This design comes from an exercise in tuning for a short achievable clock period and few clock cycles on the open sky130 flow, not from production work. The clock port is modelled as an ideal driver; clocking choices that lean on that would not hold on a real chip. Power and IR drop assume default switching activity.

## alpha
==> flow/design.v (excerpt) <==
module rv32i_core (
    input  logic Rst,
    input  logic Clk,
    output logic [31:0] imem_addr,
    input  logic [31:0] imem_rdata,
    output logic        dmem_re,
    output logic        dmem_we,
    output logic [1:0]  dmem_size,
    output logic [31:0] dmem_addr,
    output logic [31:0] dmem_wdata,
    input  logic [31:0] dmem_rdata,
    output logic        retire_valid,
    output logic [31:0] retire_pc,
    output logic        retire_we,
    output logic [4:0]  retire_rd,
    output logic [31:0] retire_wdata
);
Size in the first run: roughly 7000 cells after synthesis, roughly 2300 flip-flops.
export LEC_CHECK = 0
export ABC_CLOCK_PERIOD_IN_PS = 3500
export CAP_MARGIN = 30
export CORE_MARGIN = 2
export CORE_UTILIZATION = 40
export GPL_TIMING_DRIVEN = 1
export SLEW_MARGIN = 20
create_clock -name core_clock -period 12.0 [get_ports {Clk}]
standard.sh (not shown) runs the stock make flow with config.mk's settings and CLKGATE_MAP_FILE= SYNTH_SCRIPT=/design/flow/synth_recipe.tcl, a recipe that flattens the netlist after the stock synthesis.
==> flow/flow/run.sh <==
#!/bin/bash
set -euo pipefail
export MOVE_PATTERNS='ret_* st_m* re_m* sz_m* sd_m*'
export EXTRA_MARGINS='8.0 8.5 8.5'
bash standard.sh SETUP_SLACK_MARGIN=8.5 TNS_END_PERCENT=100 MATCH_CELL_FOOTPRINT=0 \
  POST_RESIZE_TCL=$PWD/flow/post_rsz.tcl POST_CTS_TCL=$PWD/flow/post_cts_rep.tcl \
  finish > standard_flow.log 2>&1
==> flow/flow/post_cts_rep.tcl <==
# More rounds of setup repair after clock tree synthesis, aiming at rising
# margins.
foreach m $::env(EXTRA_MARGINS) {
  repair_timing -setup -setup_margin $m -repair_tns 100 -verbose
  detailed_placement
  estimate_parasitics -placement
}
report_worst_slack -max
==> flow/flow/post_rsz.tcl <==
# Move each flip-flop that drives only an output port's buffer, and whose name
# matches one of MOVE_PATTERNS, next to that buffer (detailed placement then
# legalizes it).
set block [ord::get_db_block]
set moved 0
foreach port [get_ports -filter "direction == output"] {
  set pnet [get_nets [get_full_name $port]]
  foreach drv [get_pins -of_objects $pnet -filter "direction == output"] {
    set buf [get_cells -of_objects $drv]
    set bin [get_pins -of_objects $buf -filter "direction == input"]
    set inet [get_nets -of_objects $bin]
    if {[llength [get_pins -of_objects $inet]] != 2} { continue }
    foreach d2 [get_pins -of_objects $inet -filter "direction == output"] {
      set ff [get_cells -of_objects $d2]
      if {[llength [get_pins -of_objects $ff -filter "name == CLK"]] != 1} { continue }
      set name [get_full_name $ff]
      set hit 0
      foreach pat $::env(MOVE_PATTERNS) { if {[string match $pat $name]} { set hit 1 } }
      if {!$hit} { continue }
      set bi [sta::sta_to_db_inst $buf]
      set fi [sta::sta_to_db_inst $ff]
      lassign [$bi getLocation] x y
      $fi setLocation $x $y
      incr moved
    }
  }
}
puts "post_rsz: moved $moved output flip-flops next to their port buffers"
estimate_parasitics -placement
No stage failed in alpha, and the final checks on the layout all came back clean.
What beta does differently from alpha at the input level:
==> flow/flow/run.sh <==
#!/bin/bash
set -euo pipefail
export MOVE_PATTERNS='ret_* st_m* re_m* sz_m* sd_m*'
bash standard.sh SETUP_SLACK_MARGIN=8.5 TNS_END_PERCENT=100 MATCH_CELL_FOOTPRINT=0 \
  POST_RESIZE_TCL=$PWD/flow/post_rsz.tcl finish > standard_flow.log 2>&1
removed: flow/flow/post_cts_rep.tcl
Findings:
beta completed; timing, DRC and antenna clean. Hold slack: beta vs alpha, no meaningful difference. Sequential portion of the cell area essentially unchanged between alpha and beta. Comparing beta with alpha, the register-to-register slack came out essentially unchanged. For clock power, beta and alpha come out practically identical.
No functional check of the RTL was part of any run of this note.

* * *

Another version of the RTL of rv32i_core (not shown whole).
Size in the first run: about 240 I/O pins, roughly 98000 um^2 of cells after synthesis.
export LEC_CHECK = 0
export ABC_CLOCK_PERIOD_IN_PS = 3500
export CAP_MARGIN = 30
export CORE_MARGIN = 2
export CORE_UTILIZATION = 40
export GPL_TIMING_DRIVEN = 1
export SLEW_MARGIN = 20
create_clock -name core_clock -period 12.0 [get_ports {Clk}]
==> flow/flow/run.sh <==
#!/bin/bash
set -euo pipefail
bash standard.sh SETUP_SLACK_MARGIN=8.5 TNS_END_PERCENT=100 MATCH_CELL_FOOTPRINT=0 finish > standard_flow.log 2>&1
The first run ran to the end with no violations.
Rerun with:
==> flow/flow/run.sh (replaced) <==
#!/bin/bash
set -euo pipefail
bash standard.sh SETUP_SLACK_MARGIN=8.8 TNS_END_PERCENT=100 finish > standard_flow.log 2>&1
What happened:
- The new run produced a clean layout
- wire length grows by 3.6%
- worst setup slack degrades by 0.084 ns
- worst hold slack degrades by 0.0056 ns
- count of clock-buffer cells in the layout stays the same
- clock power is lower by 5.3%
- core utilization goes up by 1.6 points
- cell count rose by 2.0%
- die area does not change
- synthesized area stays the same
- via count is higher by 2.8%
Rerun with:
==> flow/flow/run.sh (replaced) <==
#!/bin/bash
set -euo pipefail
bash standard.sh SETUP_SLACK_MARGIN=8.5 TNS_END_PERCENT=100 finish > standard_flow.log 2>&1
The new run produced a clean layout; via count came out lower by 2.4%; register-to-register slack hardly moves; sequential power is about the same; worst setup slack gains 0.080 ns; wire length came out lower by 3.8%; final cell count came out lower by 1.9%; first-iteration DRC count came out higher by 11%; core utilization came out lower by 1.6 points; total power came out lower by 1.9%; final area came out lower by 3.2%.
Rerun with:
==> flow/flow/run.sh (replaced) <==
#!/bin/bash
set -euo pipefail
bash standard.sh SETUP_SLACK_MARGIN=8.2 TNS_END_PERCENT=100 finish > standard_flow.log 2>&1
Effect:
- register-to-register slack gets worse by 0.17 ns
- setup slack gets worse by 0.011 ns
- die area does not change
No functional check of the RTL was part of any run of this note.

[port drivers added, routing unchanged]
The flow's constraints put no driver on any port. The routed layouts listed below were extracted and timed again, unchanged, in two steps.
Step 1 (the two cells are an assumption about what drives the block):
set clk [get_ports {Clk}]
set_driving_cell -lib_cell sky130_fd_sc_hd__clkbuf_16 $clk
set_driving_cell -lib_cell sky130_fd_sc_hd__buf_2 [delete_from_list [all_inputs] $clk]
Step 2 adds t to the input delays and takes it off the output delays; t is the mean of the earliest and latest rising clock arrival at the registers after step 1. Input paths then give back, and output paths get back, about the clock's delay inside the block.
Slacks: no drivers / after step 1 / after step 2; pairs: no drivers / after step 1.
run	t, ns	setup slack, ns	cell pins on the clock port's net
alpha	0.966	8.149 / 8.119 / 7.515	1
beta	0.963	8.142 / 8.117 / 7.529	1
the first run of note 2	0.952	8.111 / 8.022 / 7.531	1
the second run of note 2	0.961	8.028 / 7.937 / 7.851	1
the third run of note 2	0.945	8.108 / 8.017 / 7.563	1
the fourth run of note 2	0.939	8.096 / 8.010 / 7.278	1
After both steps setup and hold are still met in every run listed. For the fourth run of note 2, which loses most, drivers alone change the setup slack by -0.086 ns; drivers and shift together by -0.818 ns.
